This is an optimization exercise on Yosys and OpenROAD, whose aim is small area, a short achievable clock period and few clock cycles, not a production implementation.
RTL that was checked went through simulation tests only; none was proved equivalent to the original.

==> run a <==
## solver
module solver (
    input  logic         clk,
    input  logic         resetN,
    input  logic         start_enable,
    input  logic [31:0]  seq1_in,
    input  logic [31:0]  seq2_in,
    input  logic [127:0] above_row_score,
    input  logic [127:0] left_col_score,
    input  logic [3:0]   tile_row,
    input  logic [3:0]   tile_col,
    output logic         solver_done,
    output logic [511:0] arrow_matrix,
    output logic [127:0] last_row_score,
    output logic [127:0] last_col_score,
    output logic [7:0]   max_score,
    output logic [7:0]   max_pos,
    output logic [3:0]   out_tile_row,
    output logic [3:0]   out_tile_col
);
export LEC_CHECK = 0
export CAP_MARGIN = 20
export CORE_MARGIN = 2
export CORE_UTILIZATION = 40
export SLEW_MARGIN = 20
create_clock -name core_clock -period 22.0 [get_ports {clk}]
standard.sh (not shown) runs the stock make flow with config.mk's settings and CLKGATE_MAP_FILE= SYNTH_SCRIPT=/design/flow/synth_recipe.tcl, a recipe that flattens the netlist after the stock synthesis.
==> flow/flow/run.sh <==
#!/bin/bash
# The standard layout (the standard.sh, unchanged synthesis) with two
# changes to how it is optimised:
#  - timing repair after CTS and global routing aims for 16 ns of setup
#    slack at the design's clock period, so it upsizes and buffers the
#    critical paths instead of stopping at 0 ns of slack;
set -o pipefail
export SETUP_SLACK_MARGIN=16
export BUFFER_PORTS_ARGS="-buffer_cell sky130_fd_sc_hd__buf_4"
bash standard.sh finish > standard.log 2>&1
==> run b (differences from run a) <==
--- a/flow/design.v
+++ b/flow/design.v
@@ -145,14 +145,15 @@
         c_ul = !lpos | ge8(hu, hl);
         diag = dpos & c_du & c_dl;
         if (diag)              sw_cell_x = {2'b01, d};
         else if (!c_ul)        sw_cell_x = {2'b11, l};
         else if (upos)         sw_cell_x = {2'b10, u};
         else                   sw_cell_x = {2'b00, 8'd0};
     endfunction
+    logic [31:0]  s1;                    
     logic [37:0]  cq;                    
     logic [37:0]  cqn;                   
     logic [31:0]  mr;                    
     logic [23:0]  w;                     
     logic [127:0] p1;                    
     logic [127:0] p2;                    
     logic [143:0] xr;                    
@@ -162,18 +163,22 @@
     logic [7:0]   h00;                   
     logic [1:0]   a00;                   
     logic [1:0] nq_hi, nq_lo;
     logic [7:0] na_hi, na_lo;
     always_comb begin
         nq_hi = 2'b00; nq_lo = 2'b00; na_hi = 8'd0; na_lo = 8'd0;
         for (int u = 0; u < 7; u++) begin
-            if (2*u+4 < 16) na_hi = na_hi | ({8{tc == 4'(u)}} & above_row_score[8*(2*u+4) +: 8]);
-            na_lo = na_lo | ({8{tc == 4'(u)}} & above_row_score[8*(2*u+3) +: 8]);
-            if (2*u+6 < 16) nq_hi = nq_hi | ({2{tc == 4'(u)}} & seq2_in[2*(2*u+6) +: 2]);
-            if (2*u+5 < 16) nq_lo = nq_lo | ({2{tc == 4'(u)}} & seq2_in[2*(2*u+5) +: 2]);
+            if (tc == 4'(u)) begin
+                if (2*u+4 < 16) na_hi = above_row_score[8*(2*u+4) +: 8];
+                na_lo = above_row_score[8*(2*u+3) +: 8];
+            end
+            if (tc == 4'(u) && u < 6) begin
+                if (2*u+6 < 16) nq_hi = seq2_in[2*(2*u+6) +: 2];
+                nq_lo = seq2_in[2*(2*u+5) +: 2];
+            end
         end
     end
     always_comb begin
         if (!busy)
             cqn[9:0] = {seq2_in[1:0], seq2_in[3:2], seq2_in[5:4], seq2_in[7:6], seq2_in[9:8]};
         else
             cqn[9:0] = {cq[5:0], nq_lo, nq_hi};
@@ -182,18 +187,19 @@
     logic [9:0] r00;
     assign r00 = sw_cell(8'd0, above_row_score[7:0], left_col_score[7:0],
                          seq1_in[1:0] == seq2_in[1:0]);
     always_comb begin
         wn = busy ? {na_hi, na_lo, w[23:16]} : above_row_score[23:0];
         for (int i = 0; i < 16; i++)
             for (int k = 0; k < 2; k++)
-                mrn[2*i+k] = (seq1_in[2*i +: 2] == cqn[2*(i-k+3) +: 2]);
+                mrn[2*i+k] = ((busy ? s1[2*i +: 2] : seq1_in[2*i +: 2]) == cqn[2*(i-k+3) +: 2]);
     end
     always_ff @(posedge clk) begin
         if (!busy) begin
+            s1  <= seq1_in;
             h00 <= r00[7:0];
             a00 <= r00[9:8];
         end
         w  <= wn;
         cq <= cqn;
         mr <= mrn;
         xr[8:0] <= xinc(wn[7:0], mrn[0]);
==> run summary <==
- Against run b, the non-clock buffer count of run a is higher by 124.
- Against run a, the design area of run b is larger by 0.21%.
- Of run a and run b, run b has the higher register-to-register slack (gap 380 ps).
- Against run b, the routed wire length of run a is smaller by 0.56%.
- Of run a and run b, run b has the higher worst hold slack (gap 5.5 ps).
- In run a the synthesized cell count is lower than in run b, by about 1.3%.
- Critical path depth: run a is higher than run b (3).
- Between run b and run a, the lower die area is in run a (gap about 2.3%, measured against run a).
==> figures <==
Max stage delay on crit path: run b 570 ps; run a 400 ps
Dpl cells: run b 13360; run a 13210
Vias in the first global route: run b 83220; run a 83720
Share of the cycle needed by the critical path after routing: run b 30.64%; run a 32.39%
Cell area after placement: run b 97760 um2; run a 95680 um2
Register fraction of the total cell area: run b 27.97%; run a 27.22%
Post-Syn Area per Cell: run b 8.808 um2; run a 8.726 um2
FF-to-FF path depth: run b 26; run a 29
Share of post-route cells with drive strength above 1: run b 33.94%; run a 35.46%
Ratio of layout area to synthesized area: run b 1.3669x; run a 1.3955x
Result of the run: run b timing/DRC/antenna clean; run a timing/DRC/antenna clean
Starting DRC count in detailed routing: run b 10460; run a 9737
Share of the synthesized area in compound gates (AO/OA/AOI/OAI): run b 18.86%; run a 19.77%
Top-area cell type share of the netlist area: run b 25.68%; run a 25.13%
Async set-or-reset flop fraction in the synthesized netlist: run b 0.4747%; run a 0.4870%
First-pass GRT wire length: run b 579500 um; run a 579400 um
Worst-Skew Late Latency: run b 820 ps; run a 860 ps
Testbench counts of run b, summed over its fixed seeds: cycles 12,288.
Function not checked in run a: the RTL went through the layout flow alone.

## separate check: timing with driven ports
In the flow no input, the clock included, has a driving cell. The finished layouts below were timed again as built, in two steps. Step 1 (the two cells are an assumption about what drives the block):
set clk [get_ports {clk}]
set_driving_cell -lib_cell sky130_fd_sc_hd__clkbuf_16 $clk
set_driving_cell -lib_cell sky130_fd_sc_hd__buf_2 [delete_from_list [all_inputs] $clk]
Step 2 moves the port delays by t, midway between the first and last clock arrival at a register: inputs arrive t later, outputs are due t later. That takes back most of the time a late clock gives input paths. Slacks: no drivers / after step 1 / after step 2; pairs: no drivers / after step 1.
run	t, ns	slack for setup (ns)	slew at the worst register clock pin (ns)
run a	0.937	14.874 / 14.874 / 14.822	0.07 / 0.07
run b	0.899	15.259 / 15.259 / 14.741	0.07 / 0.07
After both steps setup and hold are still met in every run listed. The setup slack of run b, which loses most, moves by 0.000 ns with the drivers and by -0.518 ns with both steps.
